Background: an optimization exercise with open tools, aiming at small area, a short achievable clock period and few clock cycles per item. Do not read the settings as production practice. Function was checked by simulation only, so behaviour that the tests miss may differ from the original.

==> design/flow/design.v <==
`default_nettype none
module lut_eval (
		input  wire [22:0] k,
		input  wire [13:0] c1,
		input  wire [5:0]  c2,
		input  wire [3:0]  t,
		input  wire        mirror,
		output wire [14:0] y,
		output wire [6:0]  lo,
		output wire [14:0] delta
	);
	wire [4:0] tp = {1'b0, t} + {4'd0, mirror};
	reg  [5:0] qp;
	always @(*) begin
		case (tp)
			5'd0: qp = 6'd8;
			5'd1: qp = 6'd15;
			5'd2: qp = 6'd21;
			5'd3: qp = 6'd26;
			5'd4: qp = 6'd30;
			5'd5: qp = 6'd33;
			5'd6: qp = 6'd35;
			5'd7: qp = 6'd36;
			5'd8: qp = 6'd36;
			5'd9: qp = 6'd35;
			5'd10: qp = 6'd33;
			5'd11: qp = 6'd30;
			5'd12: qp = 6'd26;
			5'd13: qp = 6'd21;
			5'd14: qp = 6'd15;
			5'd15: qp = 6'd8;
			5'd16: qp = 6'd0;
			default: qp = 6'd0;
		endcase
	end
	wire [3:0] u = 4'd7 - t;
	wire [22:0] nt_r0 = k;
	wire [22:0] nt_r1 = tp[0] ? {9'b0, c1} : 23'd0;
	wire [22:0] nt_r2 = tp[1] ? {8'b0, c1, 1'b0} : 23'd0;
	wire [22:0] nt_r3 = tp[2] ? {7'b0, c1, 2'b0} : 23'd0;
	wire [22:0] nt_r4 = tp[4] ? {5'b0, c1, 4'b0} : tp[3] ? {6'b0, c1, 3'b0} : 23'd0;
	wire [22:0] nt_r5 = qp[0] ? {17'b0, c2} : 23'd0;
	wire [22:0] nt_r6 = qp[1] ? {16'b0, c2, 1'b0} : 23'd0;
	wire [22:0] nt_r7 = qp[2] ? {15'b0, c2, 2'b0} : 23'd0;
	wire [22:0] nt_r8 = qp[3] ? {14'b0, c2, 3'b0} : 23'd0;
	wire [22:0] nt_r9 = qp[4] ? {13'b0, c2, 4'b0} : 23'd0;
	wire [22:0] nt_r10 = qp[5] ? {12'b0, c2, 5'b0} : 23'd0;
	wire [22:0] nt_c11_s = nt_r1 ^ nt_r10 ^ nt_r2;
	wire [22:0] nt_c11_y = {(nt_r1[21:0] & nt_r10[21:0]) | (nt_r1[21:0] & nt_r2[21:0]) | (nt_r10[21:0] & nt_r2[21:0]), 1'b0};
	wire [22:0] nt_c12_s = nt_r3 ^ nt_r4 ^ nt_r5;
	wire [22:0] nt_c12_y = {(nt_r3[21:0] & nt_r4[21:0]) | (nt_r3[21:0] & nt_r5[21:0]) | (nt_r4[21:0] & nt_r5[21:0]), 1'b0};
	wire [22:0] nt_c13_s = nt_r6 ^ nt_r7 ^ nt_r8;
	wire [22:0] nt_c13_y = {(nt_r6[21:0] & nt_r7[21:0]) | (nt_r6[21:0] & nt_r8[21:0]) | (nt_r7[21:0] & nt_r8[21:0]), 1'b0};
	wire [22:0] nt_c14_s = nt_r9 ^ nt_c11_s ^ nt_c11_y;
	wire [22:0] nt_c14_y = {(nt_r9[21:0] & nt_c11_s[21:0]) | (nt_r9[21:0] & nt_c11_y[21:0]) | (nt_c11_s[21:0] & nt_c11_y[21:0]), 1'b0};
	wire [22:0] nt_c15_s = nt_c12_s ^ nt_c12_y ^ nt_c13_s;
	wire [22:0] nt_c15_y = {(nt_c12_s[21:0] & nt_c12_y[21:0]) | (nt_c12_s[21:0] & nt_c13_s[21:0]) | (nt_c12_y[21:0] & nt_c13_s[21:0]), 1'b0};
	wire [22:0] nt_c16_s = nt_c13_y ^ nt_r0 ^ nt_c14_s;
	wire [22:0] nt_c16_y = {(nt_c13_y[21:0] & nt_r0[21:0]) | (nt_c13_y[21:0] & nt_c14_s[21:0]) | (nt_r0[21:0] & nt_c14_s[21:0]), 1'b0};
	wire [22:0] nt_c17_s = nt_c14_y ^ nt_c15_s ^ nt_c15_y;
	wire [22:0] nt_c17_y = {(nt_c14_y[21:0] & nt_c15_s[21:0]) | (nt_c14_y[21:0] & nt_c15_y[21:0]) | (nt_c15_s[21:0] & nt_c15_y[21:0]), 1'b0};
	wire [22:0] nt_c18_s = nt_c16_s ^ nt_c16_y ^ nt_c17_s;
	wire [22:0] nt_c18_y = {(nt_c16_s[21:0] & nt_c16_y[21:0]) | (nt_c16_s[21:0] & nt_c17_s[21:0]) | (nt_c16_y[21:0] & nt_c17_s[21:0]), 1'b0};
	wire [22:0] nt_c19_s = nt_c17_y ^ nt_c18_s ^ nt_c18_y;
	wire [22:0] nt_c19_y = {(nt_c17_y[21:0] & nt_c18_s[21:0]) | (nt_c17_y[21:0] & nt_c18_y[21:0]) | (nt_c18_s[21:0] & nt_c18_y[21:0]), 1'b0};
	wire [22:0] n = nt_c19_s + nt_c19_y;
	assign y  = n[21:7];
	assign lo = n[6:0];
	wire [14:0] dt_r0 = {1'b0, c1};
	wire [14:0] dt_r1 = u[0] ? {9'b0, c2} : 15'd0;
	wire [14:0] dt_r2 = (u[1] ? {8'b0, c2, 1'b0} : 15'd0) | {14'd0, u[3]};
	wire [14:0] dt_r3 = u[2] ? {7'b0, c2, 2'b0} : 15'd0;
	wire [14:0] dt_r4 = u[3] ? ~{6'b0, c2, 3'b0} : 15'd0;
	wire [14:0] dt_c5_s = dt_r0 ^ dt_r1 ^ dt_r2;
	wire [14:0] dt_c5_y = {(dt_r0[13:0] & dt_r1[13:0]) | (dt_r0[13:0] & dt_r2[13:0]) | (dt_r1[13:0] & dt_r2[13:0]), 1'b0};
	wire [14:0] dt_c6_s = dt_r3 ^ dt_r4 ^ dt_c5_s;
	wire [14:0] dt_c6_y = {(dt_r3[13:0] & dt_r4[13:0]) | (dt_r3[13:0] & dt_c5_s[13:0]) | (dt_r4[13:0] & dt_c5_s[13:0]), 1'b0};
	wire [14:0] dt_c7_s = dt_c5_y ^ dt_c6_s ^ dt_c6_y;
	wire [14:0] dt_c7_y = {(dt_c5_y[13:0] & dt_c6_s[13:0]) | (dt_c5_y[13:0] & dt_c6_y[13:0]) | (dt_c6_s[13:0] & dt_c6_y[13:0]), 1'b0};
	assign delta = dt_c7_s + dt_c7_y;
endmodule
module lut_interp (
		input  wire [14:0] y,
		input  wire [6:0]  lo,
		input  wire [14:0] delta,
		input  wire [3:0]  frac,
		input  wire        mirror,
		input  wire        neg,
		output wire [15:0] interpolated
	);
	wire dneg = mirror ^ neg;
	wire [14:0] dsum = delta + {8'd0, lo ^ {7{mirror}}};
	wire [7:0] d = dsum[14:7];
	wire ee = dneg & frac[3] & d[0];
	reg [15:0] cst;
	always @(*) begin
		case ({mirror, ee, neg})
			3'b000: cst = 16'd0;
			3'b001: cst = -16'sd1;
			3'b010: cst = 16'd1;
			3'b011: cst = 16'd0;
			3'b100: cst = 16'd4;
			3'b101: cst = 16'd3;
			3'b110: cst = 16'd3;
			default: cst = 16'd2;
		endcase
	end
	wire [15:0] gt_r0 = {1'b0, y};
	wire [15:0] gt_r1 = (frac[3] ? {9'b0, d[7:1]} : 16'd0) ^ {16{mirror}};
	wire [15:0] gt_r2 = (frac[2] ? {10'b0, d[7:2]} : 16'd0) ^ {16{mirror}};
	wire [15:0] gt_r3 = (frac[1] ? {11'b0, d[7:3]} : 16'd0) ^ {16{mirror}};
	wire [15:0] gt_r4 = (frac[0] ? {12'b0, d[7:4]} : 16'd0) ^ {16{mirror}};
	wire [15:0] gt_r5 = cst;
	wire [15:0] gt_c6_s = gt_r0 ^ gt_r1 ^ gt_r2;
	wire [15:0] gt_c6_y = {(gt_r0[14:0] & gt_r1[14:0]) | (gt_r0[14:0] & gt_r2[14:0]) | (gt_r1[14:0] & gt_r2[14:0]), 1'b0};
	wire [15:0] gt_c7_s = gt_r3 ^ gt_r4 ^ gt_r5;
	wire [15:0] gt_c7_y = {(gt_r3[14:0] & gt_r4[14:0]) | (gt_r3[14:0] & gt_r5[14:0]) | (gt_r4[14:0] & gt_r5[14:0]), 1'b0};
	wire [15:0] gt_c8_s = gt_c6_s ^ gt_c6_y ^ gt_c7_s;
	wire [15:0] gt_c8_y = {(gt_c6_s[14:0] & gt_c6_y[14:0]) | (gt_c6_s[14:0] & gt_c7_s[14:0]) | (gt_c6_y[14:0] & gt_c7_s[14:0]), 1'b0};
	wire [15:0] gt_c9_s = gt_c7_y ^ gt_c8_s ^ gt_c8_y;
	wire [15:0] gt_c9_y = {(gt_c7_y[14:0] & gt_c8_s[14:0]) | (gt_c7_y[14:0] & gt_c8_y[14:0]) | (gt_c8_s[14:0] & gt_c8_y[14:0]), 1'b0};
	wire [15:0] s = gt_c9_s + gt_c9_y;
	assign interpolated = s ^ {16{neg}};
endmodule
`default_nettype wire
`default_nettype none
module lut_coef_rom (
		input  wire [6:0]  addr,
		output reg  [22:0] k,
		output reg  [13:0] c1,
		output reg  [5:0]  c2
	);
	always @(*) begin
		case (addr)
			7'd0: begin k = 23'h00003a; c1 = 14'd12862; c2 = 6'd2; end
			7'd1: begin k = 23'h03242b; c1 = 14'd12832; c2 = 6'd2; end
			7'd2: begin k = 23'h064627; c1 = 14'd12768; c2 = 6'd4; end
			7'd3: begin k = 23'h0963f3; c1 = 14'd12681; c2 = 6'd7; end
			7'd4: begin k = 23'h0c7c64; c1 = 14'd12558; c2 = 6'd7; end
			7'd5: begin k = 23'h0f8cf0; c1 = 14'd12406; c2 = 6'd9; end
			7'd6: begin k = 23'h129403; c1 = 14'd12219; c2 = 6'd11; end
			7'd7: begin k = 23'h158f20; c1 = 14'd12012; c2 = 6'd15; end
			7'd8: begin k = 23'h187d30; c1 = 14'd11774; c2 = 6'd17; end
			7'd9: begin k = 23'h1b5ca5; c1 = 14'd11501; c2 = 6'd17; end
			7'd10: begin k = 23'h1e2aaa; c1 = 14'd11206; c2 = 6'd20; end
			7'd11: begin k = 23'h20e67b; c1 = 14'd10879; c2 = 6'd21; end
			7'd12: begin k = 23'h238d77; c1 = 14'd10531; c2 = 6'd25; end
			7'd13: begin k = 23'h261f03; c1 = 14'd10155; c2 = 6'd25; end
			7'd14: begin k = 23'h2898d2; c1 = 14'd9758; c2 = 6'd27; end
			7'd15: begin k = 23'h2af9f5; c1 = 14'd9334; c2 = 6'd26; end
			7'd16: begin k = 23'h2d4034; c1 = 14'd8889; c2 = 6'd28; end
			7'd17: begin k = 23'h2f6aa8; c1 = 14'd8418; c2 = 6'd30; end
			7'd18: begin k = 23'h3177ae; c1 = 14'd7934; c2 = 6'd32; end
			7'd19: begin k = 23'h336681; c1 = 14'd7426; c2 = 6'd33; end
			7'd20: begin k = 23'h35357f; c1 = 14'd6899; c2 = 6'd34; end
			7'd21: begin k = 23'h36e3a2; c1 = 14'd6361; c2 = 6'd35; end
			7'd22: begin k = 23'h386ff9; c1 = 14'd5803; c2 = 6'd36; end
			7'd23: begin k = 23'h39d970; c1 = 14'd5235; c2 = 6'd37; end
			7'd24: begin k = 23'h3b1f96; c1 = 14'd4649; c2 = 6'd36; end
			7'd25: begin k = 23'h3c40dc; c1 = 14'd4053; c2 = 6'd38; end
			7'd26: begin k = 23'h3d3cea; c1 = 14'd3453; c2 = 6'd39; end
			7'd27: begin k = 23'h3e1366; c1 = 14'd2841; c2 = 6'd39; end
			7'd28: begin k = 23'h3ec375; c1 = 14'd2220; c2 = 6'd41; end
			7'd29: begin k = 23'h3f4cf5; c1 = 14'd1595; c2 = 6'd41; end
			7'd30: begin k = 23'h3fafa6; c1 = 14'd966; c2 = 6'd39; end
			7'd31: begin k = 23'h3feac0; c1 = 14'd335; c2 = 6'd40; end
			7'd32: begin k = 23'h00003a; c1 = 14'd12862; c2 = 6'd2; end
			7'd33: begin k = 23'h03242b; c1 = 14'd12832; c2 = 6'd2; end
			7'd34: begin k = 23'h064627; c1 = 14'd12768; c2 = 6'd4; end
			7'd35: begin k = 23'h0963f3; c1 = 14'd12681; c2 = 6'd7; end
			7'd36: begin k = 23'h0c7c64; c1 = 14'd12558; c2 = 6'd7; end
			7'd37: begin k = 23'h0f8cf0; c1 = 14'd12406; c2 = 6'd9; end
			7'd38: begin k = 23'h129403; c1 = 14'd12219; c2 = 6'd11; end
			7'd39: begin k = 23'h158f20; c1 = 14'd12012; c2 = 6'd15; end
			7'd40: begin k = 23'h187d30; c1 = 14'd11774; c2 = 6'd17; end
			7'd41: begin k = 23'h1b5ca5; c1 = 14'd11501; c2 = 6'd17; end
			7'd42: begin k = 23'h1e2aaa; c1 = 14'd11206; c2 = 6'd20; end
			7'd43: begin k = 23'h20e67b; c1 = 14'd10879; c2 = 6'd21; end
			7'd44: begin k = 23'h238d77; c1 = 14'd10531; c2 = 6'd25; end
			7'd45: begin k = 23'h261f03; c1 = 14'd10155; c2 = 6'd25; end
			7'd46: begin k = 23'h2898d2; c1 = 14'd9758; c2 = 6'd27; end
			7'd47: begin k = 23'h2af9f5; c1 = 14'd9334; c2 = 6'd26; end
			7'd48: begin k = 23'h2d4034; c1 = 14'd8889; c2 = 6'd28; end
			7'd49: begin k = 23'h2f6aa8; c1 = 14'd8418; c2 = 6'd30; end
			7'd50: begin k = 23'h3177ae; c1 = 14'd7934; c2 = 6'd32; end
			7'd51: begin k = 23'h336681; c1 = 14'd7426; c2 = 6'd33; end
			7'd52: begin k = 23'h35357f; c1 = 14'd6899; c2 = 6'd34; end
			7'd53: begin k = 23'h36e3a2; c1 = 14'd6361; c2 = 6'd35; end
			7'd54: begin k = 23'h386ff9; c1 = 14'd5803; c2 = 6'd36; end
			7'd55: begin k = 23'h39d970; c1 = 14'd5235; c2 = 6'd37; end
			7'd56: begin k = 23'h3b1f96; c1 = 14'd4649; c2 = 6'd36; end
			7'd57: begin k = 23'h3c40dc; c1 = 14'd4053; c2 = 6'd38; end
			7'd58: begin k = 23'h3d3cea; c1 = 14'd3453; c2 = 6'd39; end
			7'd59: begin k = 23'h3e1366; c1 = 14'd2841; c2 = 6'd39; end
			7'd60: begin k = 23'h3ec375; c1 = 14'd2220; c2 = 6'd41; end
			7'd61: begin k = 23'h3f4cf5; c1 = 14'd1595; c2 = 6'd41; end
			7'd62: begin k = 23'h3fafa6; c1 = 14'd966; c2 = 6'd39; end
			7'd63: begin k = 23'h3feac0; c1 = 14'd335; c2 = 6'd40; end
			7'd64: begin k = 23'h7ffffd; c1 = 14'd16368; c2 = 6'd4; end
			7'd65: begin k = 23'h03fe4b; c1 = 14'd16245; c2 = 6'd13; end
			7'd66: begin k = 23'h07f4ed; c1 = 14'd15998; c2 = 6'd19; end
			7'd67: begin k = 23'h0bdbb9; c1 = 14'd15633; c2 = 6'd27; end
			7'd68: begin k = 23'h0fabbb; c1 = 14'd15167; c2 = 6'd33; end
			7'd69: begin k = 23'h135e5f; c1 = 14'd14609; c2 = 6'd38; end
			7'd70: begin k = 23'h16ee0a; c1 = 14'd13971; c2 = 6'd42; end
			7'd71: begin k = 23'h1a55c7; c1 = 14'd13274; c2 = 6'd45; end
			7'd72: begin k = 23'h1d91f1; c1 = 14'd12530; c2 = 6'd47; end
			7'd73: begin k = 23'h209f8d; c1 = 14'd11764; c2 = 6'd48; end
			7'd74: begin k = 23'h237d11; c1 = 14'd10974; c2 = 6'd49; end
			7'd75: begin k = 23'h26296e; c1 = 14'd10187; c2 = 6'd49; end
			7'd76: begin k = 23'h28a49f; c1 = 14'd9416; c2 = 6'd48; end
			7'd77: begin k = 23'h2aefc0; c1 = 14'd8656; c2 = 6'd46; end
			7'd78: begin k = 23'h2d0b3a; c1 = 14'd7931; c2 = 6'd45; end
			7'd79: begin k = 23'h2ef985; c1 = 14'd7235; c2 = 6'd43; end
			7'd80: begin k = 23'h30bc95; c1 = 14'd6579; c2 = 6'd40; end
			7'd81: begin k = 23'h3256bd; c1 = 14'd5962; c2 = 6'd37; end
			7'd82: begin k = 23'h33ca50; c1 = 14'd5391; c2 = 6'd35; end
			7'd83: begin k = 23'h351a5c; c1 = 14'd4859; c2 = 6'd32; end
			7'd84: begin k = 23'h364917; c1 = 14'd4372; c2 = 6'd30; end
			7'd85: begin k = 23'h375989; c1 = 14'd3924; c2 = 6'd28; end
			7'd86: begin k = 23'h384e0c; c1 = 14'd3516; c2 = 6'd25; end
			7'd87: begin k = 23'h392913; c1 = 14'd3145; c2 = 6'd23; end
			7'd88: begin k = 23'h39ed27; c1 = 14'd2808; c2 = 6'd20; end
			7'd89: begin k = 23'h3a9c10; c1 = 14'd2505; c2 = 6'd18; end
			7'd90: begin k = 23'h3b381b; c1 = 14'd2232; c2 = 6'd16; end
			7'd91: begin k = 23'h3bc323; c1 = 14'd1985; c2 = 6'd15; end
			7'd92: begin k = 23'h3c3f05; c1 = 14'd1764; c2 = 6'd12; end
			7'd93: begin k = 23'h3cacea; c1 = 14'd1568; c2 = 6'd11; end
			7'd94: begin k = 23'h3d0e88; c1 = 14'd1393; c2 = 6'd10; end
			7'd95: begin k = 23'h3d6554; c1 = 14'd1233; c2 = 6'd9; end
			7'd96: begin k = 23'h3db21e; c1 = 14'd1095; c2 = 6'd8; end
			7'd97: begin k = 23'h3df641; c1 = 14'd970; c2 = 6'd8; end
			7'd98: begin k = 23'h3e3283; c1 = 14'd862; c2 = 6'd7; end
			7'd99: begin k = 23'h3e6832; c1 = 14'd758; c2 = 6'd7; end
			7'd100: begin k = 23'h3e97a8; c1 = 14'd675; c2 = 6'd4; end
			7'd101: begin k = 23'h3ec18f; c1 = 14'd596; c2 = 6'd4; end
			7'd102: begin k = 23'h3ee697; c1 = 14'd526; c2 = 6'd4; end
			7'd103: begin k = 23'h3f073c; c1 = 14'd467; c2 = 6'd4; end
			7'd104: begin k = 23'h3f2431; c1 = 14'd413; c2 = 6'd4; end
			7'd105: begin k = 23'h3f3e0d; c1 = 14'd364; c2 = 6'd2; end
			7'd106: begin k = 23'h3f54b1; c1 = 14'd321; c2 = 6'd2; end
			7'd107: begin k = 23'h3f688c; c1 = 14'd284; c2 = 6'd3; end
			7'd108: begin k = 23'h3f7a26; c1 = 14'd253; c2 = 6'd2; end
			7'd109: begin k = 23'h3f89a9; c1 = 14'd225; c2 = 6'd3; end
			7'd110: begin k = 23'h3f97a6; c1 = 14'd197; c2 = 6'd2; end
			7'd111: begin k = 23'h3fa3d0; c1 = 14'd174; c2 = 6'd2; end
			7'd112: begin k = 23'h3fae8b; c1 = 14'd154; c2 = 6'd2; end
			7'd113: begin k = 23'h3fb81b; c1 = 14'd138; c2 = 6'd1; end
			7'd114: begin k = 23'h3fc089; c1 = 14'd121; c2 = 6'd1; end
			7'd115: begin k = 23'h3fc7fb; c1 = 14'd105; c2 = 6'd1; end
			7'd116: begin k = 23'h3fce73; c1 = 14'd91; c2 = 6'd2; end
			7'd117: begin k = 23'h3fd45d; c1 = 14'd82; c2 = 6'd0; end
			7'd118: begin k = 23'h3fd964; c1 = 14'd71; c2 = 6'd1; end
			7'd119: begin k = 23'h3fddc1; c1 = 14'd65; c2 = 6'd1; end
			7'd120: begin k = 23'h3fe1cd; c1 = 14'd56; c2 = 6'd1; end
			7'd121: begin k = 23'h3fe558; c1 = 14'd48; c2 = 6'd1; end
			7'd122: begin k = 23'h3fe868; c1 = 14'd45; c2 = 6'd1; end
			7'd123: begin k = 23'h3feb20; c1 = 14'd39; c2 = 6'd1; end
			7'd124: begin k = 23'h3fed9c; c1 = 14'd35; c2 = 6'd0; end
			7'd125: begin k = 23'h3fefc7; c1 = 14'd30; c2 = 6'd0; end
			7'd126: begin k = 23'h3ff191; c1 = 14'd29; c2 = 6'd0; end
			7'd127: begin k = 23'h3ff31f; c1 = 14'd26; c2 = 6'd1; end
			default: begin k = 23'h0; c1 = 14'd0; c2 = 6'd0; end
		endcase
	end
endmodule
`default_nettype wire
`default_nettype none
module lut_master #(parameter data_width = 16) (
		input wire clk,
		input wire reset,
		input wire req,
		input wire [8 - 1 : 0] lut_handle,
		input wire [data_width - 1 : 0] req_arg,
		output wire [data_width - 1 : 0] data_out,
		output reg valid,
		output reg invalid_request
	);
	wire handle_ok = (lut_handle[8 - 1 : 1] == 0);
	wire is_tanh   = lut_handle[0];
	always @(posedge clk) begin
		if (reset) begin
			invalid_request <= 0;
			valid <= 0;
		end
		else begin
			if (req && !handle_ok)
				invalid_request <= 1;
			valid <= req && handle_ok && !invalid_request;
		end
	end
	wire       mirror = is_tanh ? req_arg[15] : req_arg[13];
	wire       neg    = is_tanh ? req_arg[15] : req_arg[14];
	wire [9:0] pair_a = (is_tanh ? req_arg[14:5] : {1'b0, req_arg[12:4]}) ^ {10{mirror}};
	wire [3:0] frac   = is_tanh ? req_arg[4:1] : req_arg[3:0];
	wire [22:0] k;
	wire [13:0] c1;
	wire [5:0]  c2;
	wire [14:0] y;
	wire [6:0]  lo;
	wire [14:0] delta;
	lut_coef_rom coef (.addr({is_tanh, pair_a[9:4]}), .k(k), .c1(c1), .c2(c2));
	lut_eval eval (
		.k(k), .c1(c1), .c2(c2),
		.t(pair_a[3:0]),
		.mirror(mirror),
		.y(y), .lo(lo), .delta(delta)
	);
	reg [14:0] y_r;
	reg [6:0]  lo_r;
	reg [14:0] delta_r;
	reg [3:0]  frac_r;
	reg        mirror_r;
	reg        neg_r;
	always @(posedge clk) begin
		y_r      <= y;
		lo_r     <= lo;
		delta_r  <= delta;
		frac_r   <= frac;
		mirror_r <= mirror;
		neg_r    <= neg;
	end
	lut_interp interp (
		.y(y_r), .lo(lo_r), .delta(delta_r),
		.frac(frac_r),
		.mirror(mirror_r),
		.neg(neg_r),
		.interpolated(data_out)
	);
endmodule
`default_nettype wire
==> design/flow/run.sh <==
#!/bin/bash
# synth_recipe.tcl (not shown) runs the flow's synth.tcl, then flattens the netlist and writes it again
# the make line also repeats each setting of config.mk as NAME=value (left out here)
make -C /OpenROAD-flow-scripts/flow DESIGN_CONFIG=/design/flow/config.mk WORK_HOME=/design/flow/orfs CLKGATE_MAP_FILE= SYNTH_SCRIPT=/design/flow/synth_recipe.tcl finish
==> design/flow/config.mk <==
export PLATFORM = sky130hd
export DESIGN_NAME = lut_master
export DESIGN_NICKNAME = lut_master
export VERILOG_FILES = /design/flow/design.v
export SDC_FILE = /design/flow/constraint.sdc
export NUM_CORES = 4
export LEC_CHECK = 0
export CAP_MARGIN = 40
export CORE_MARGIN = 2
export CORE_UTILIZATION = 16
export PLACE_DENSITY = 0.26
export SLEW_MARGIN = 40
export SYNTH_MEMORY_MAX_BITS = 70000
==> design/flow/constraint.sdc <==
create_clock -name core_clock -period 8.0 [get_ports {clk}]
set_input_delay 1.6000 -clock core_clock [delete_from_list [all_inputs] [get_ports {clk}]]
set_output_delay 1.6000 -clock core_clock [all_outputs]
set_load 0.01 [all_outputs]
==> run notes <==
CTS:
- The clock insertion delay at the later pin of the skew report is 300 ps.
- The tree built by TritonCTS fans out to 45 sinks.
- The buffer levels on the longest clock path is 2.
- The number of buffers created by CTS is 5.
- The buffer cell driving the clock tree root is clkbuf_16.
- Clock-pin slew was measured on the worst setup and hold paths at 70 ps.
- TritonCTS built the clock tree.
- CTS built an H-tree with a depth of 2.

STA:
- Headroom to the max-slew limit came out at 0.431.
- The count of final hold-check violations is 0.
- Counting I/O delays and the setup requirement, the final critical path takes 7910 ps.
- The setup clock skew after layout is 0.0247 ps.
- The final count of pins violating max slew is 0.
- The setup-violating endpoint count in the final report is 0.
- Static timing analysis puts the maximum clock frequency at 0.126 GHz.
- The transition time at the pin with the least slew margin is 843 ps.
- Setup repair after global routing could not meet its margin everywhere.
- The period utilization is 0.989.

Logic synthesis:
- The number of cells produced by synthesis is 1816.
- The mapped netlist covers 13800 um^2.
- Of the total synthesized cell area, the portion taken by XOR and XNOR cells is 0.0869.
- By area the synthesized netlist is led by fa_1 18%, ha_1 15%, dfxtp_1 6.5%.
- The post-synth net total is 2130.
- In this run, synthesis produced a sequential element count of 45.
- Of the total synthesized cell area, the portion taken by AND, OR, NAND and NOR gates is 0.186.
- The compound-gate portion of the synthesized area is 0.230.
- Counting flops with a built-in enable in the synthesized netlist gives 0.
- In the post-synthesis netlist, the cell with the most instances is nor2_1.
- Of the post-synthesis cell area, the part taken by muxes is 0.0203.
- The portion of synthesized cell area occupied by the leading cell type is 0.177.
- Counting flops with an async set or reset pin after synthesis yields a share of 0.
- Yosys printed 4 warnings.
- The cell taking the most area after synthesis is fa_1.
- The post-synthesis sequential area ratio is 0.0653.
- Of the total synthesized cell area, the portion taken by full adders, half adders and majority gates is 0.327.
- The distinct cell type count after synthesis is 91.
- The predominant post-synthesis flop cell is dfxtp_1.
- By count the netlist is led by 182 x nor2_1, 176 x nand2_1, 171 x inv_1.
- By area, the combinational part of the netlist is dominated by adder cells.
- A synthesized cell averages 7.60 um^2.

Place:
- The HPWL after detailed placement is 66500 um.
- At the end of routability-driven placement, the weighted congestion stood at 0.968.
- Buffers placed on the I/O ports in this run total 44.
- After detailed placement, the design holds a cell count of 3422.

Setup path:
- The worst flop-to-flop path startpoint is invalid_request.
- The worst setup path is launched from a primary input.
- The largest fanout of any net on the critical path is 6.
- The endpoint class of the critical path is a flop.
- The data required time at the worst endpoint is 8180 ps.
- The category of the critical setup timing path is primary input to flop.
- The critical path data arrival time is 8090 ps.
- By instance count, the cell type seen most on the critical path is fa_1.
- The worst register-to-register path ends at valid.
- Measured in cells, the most critical reg-to-reg path has a length of 1.
- Among all stages on the critical path, the largest delay is contributed by fa_1.
- The reg-to-reg setup timing slack is 7310 ps.
- The stage delay of the slowest cell on the critical path is 520 ps.

GRT:
- The first global-routing pass estimated 116000 um of wire.
- Global routing finished with a remaining overflow of 0.
- Entering global routing, the biggest net connects 38 pins.
- The via count of the first global-routing pass came to 16700.
- The initial antenna violation count came to 2.
- The combined global-route utilization of all metal layers is 0.178.

Routing:
- The detailed-routing iteration count for the pre-antenna-repair pass is 5.
- The via count is 16100.
- The met3 wirelength from detailed routing is 3900 um.
- The violation count after the first detailed-routing iteration is 1093.
- After detailed routing, the wire length on met1 is 35500 um.
- Once detail routing completed, the nets flagged for antenna violations numbered 0.
- Dividing the detail-routed via count by the number of cells gives 4.55.
- In the detailed route, the total length drawn on met2 is 37600 um.
- Signal routing reaches up to met4.
- For this run, design rule violations remaining after detail routing come to 0.
- The routed wire length per instance is 22.9 um.
- Summed over all layers, the routed wires come to 81100 um.

Floorplan:
- The initial core utilization is 0.162.
- The floorplan step defined a core boundary enclosing 85300 um^2.
- The number of placed I/O pins is 45.
- The die is 298 um tall.
- The area of the die is 88600 um^2.
- The floorplan step set the die width to 298 um.
- In this run the core area contains 107 standard-cell rows.

Layout:
- The count of cells in the finished layout, fillers not included, comes to 3546.
- The share of cells above drive strength 1 is 0.418.
- The total number of nets in the final design is 2715.
- The filler cells instantiated in the layout total 9423.
- 0 antenna diodes ended up in the layout.
- The area growth from synthesis to layout is 66.1%.

Min path:
- Along the worst hold path, the cell count comes to 1.
- For hold timing, the worst endpoint is valid.
- The worst min-delay path startpoint is invalid_request.
- The min-delay analysis places its worst path in the category flop to flop.

Run status:
- The run finished with no timing, DRC or antenna violations.

Job:
- Across the run, the number of max-cap violations was 0.
==> worst max-delay path: cells and delay by family <==
family                     cells  cell delay [ps]
adders and majority gates      7             2880
AOI/OAI and AO/OA              9             1600
and+or+nand+nor                4              810
buffers and inverters          6              640
muxes                          1              320
xor gates and xnor gates       2              200
==> sequential cells by signal, indices dropped and copies added (netlist names) <==
| register | cells |
|---|---|
| mirror_r | 1 |
| delta_r | 15 |
| frac_r | 4 |
| lo_r | 7 |
| valid | 1 |
| invalid_request | 1 |
| y_r | 15 |
| neg_r | 1 |
==> cell families after synthesis <==
logic type      count (synthesis)
simple gates                  569
compound gates                480
fa+ha+maj                     287
buf+inv                       283
xor+xnor                      130
flops                          45
mux                            22
==> placed cells by master, fill, tap and decap left out, types with 19 or more instances in the layout <==
cell type	n
o21ai_0	77
nand2_1	159
fa_1	106
buf_4	541
nand3_1	38
a21oi_1	94
ha_4	24
buf_12	25
inv_2	28
nor2_1	153
xor2_1	31
ha_1	134
nand2b_1	22
a31oi_1	29
xnor2_1	70
clkdlybuf4s50_1	24
nor3_1	41
inv_1	142
buf_6	59
dfxtp_1	44
a21oi_2	19
==> worst max path at each step <==
stage | start | endpoint | cells past startpoint
floorplan | req_arg[15] | y_r[13] | 30
global placement | req_arg[15] | y_r[14] | 31
detailed placement | req_arg[15] | y_r[14] | 29
CTS | mirror_r | data_out[14] | 26
global route | mirror_r | data_out[14] | 31
finish | req_arg[15] | y_r[14] | 29
==> metrics by stage <==
stage	utilization	setup TNS (ps)	hold WS, ps	worst slack (ps)	cell area (um^2)
after floorplan	-	-37.5	487	-37.5	14200
after global placement	0.230	-21500	436	-1330	19600
after detailed placement	0.230	-18590	449	-1210	19600
after CTS	0.248	-215	459	-105	21100
after global routing	0.269	-1030	478	-232	22900
final	0.269	0	454	87.4	22900
==> repair_timing <==
| item | CTS | global route |
|---|---|---|
| pin swaps | 90 | 156 |
| hold buffers | 0 | 0 |
| endpoints found under the hold margin | 0 | 0 |
| gates cloned | 2 | 6 |
| resized for setup | 281 | 265 |
| buffers inserted | 41 | 73 |
| setup endpoints to repair | 28 | 21 |
==> cell type report <==
cell class / count / area, um^2 / share of cell area
repair buffers: 684 / 5990 / 0.261
clock inverters: 2 / 13.8 / 0.000601
clock buffers: 6 / 139 / 0.00606
flip-flops and latches: 45 / 905 / 0.0395
multi-input cells: 1488 / 13700 / 0.600
well taps: 1144 / 1430 / 0.0625
inverters: 177 / 696 / 0.0304
==> per-layer routing <==
layer,vias to the layer above,global-route usage
met3,144,0.0191
met4,0,0.0771
met5,-,0
met1,8012,0.232
li1,7499,-
met2,469,0.297
Testbench counts, summed over its fixed seeds: cycles 12,008, items 12,000.

[re-timing with driven ports]
The flow's constraints put no driver on any port. The routed layout listed below was extracted and timed again, unchanged, in two steps.
Step 1: set_driving_cell puts a clkbuf_16 on clk and a buf_2 on each other input, an assumption about the parent block.
Step 2 adds t to the input delays and takes it off the output delays; t is the mean of the earliest and latest rising clock arrival at the registers after step 1. Input paths then give back, and output paths get back, about the clock's delay inside the block.
a / b / c = ideal ports / drivers / drivers and shift; a / b = the first two.
t (ns): 0.348
setup WS [ns]: 0.087 / 0.051 / -0.252
worst hold slack (ns): 0.454 / 0.454 / 0.454
slew at the worst register clock pin (ns): 0.07 / 0.07
With both steps, setup timing fails in this run, where it was met with ideal ports. The setup slack of this run moves by -0.036 ns with the drivers and by -0.339 ns with both steps.
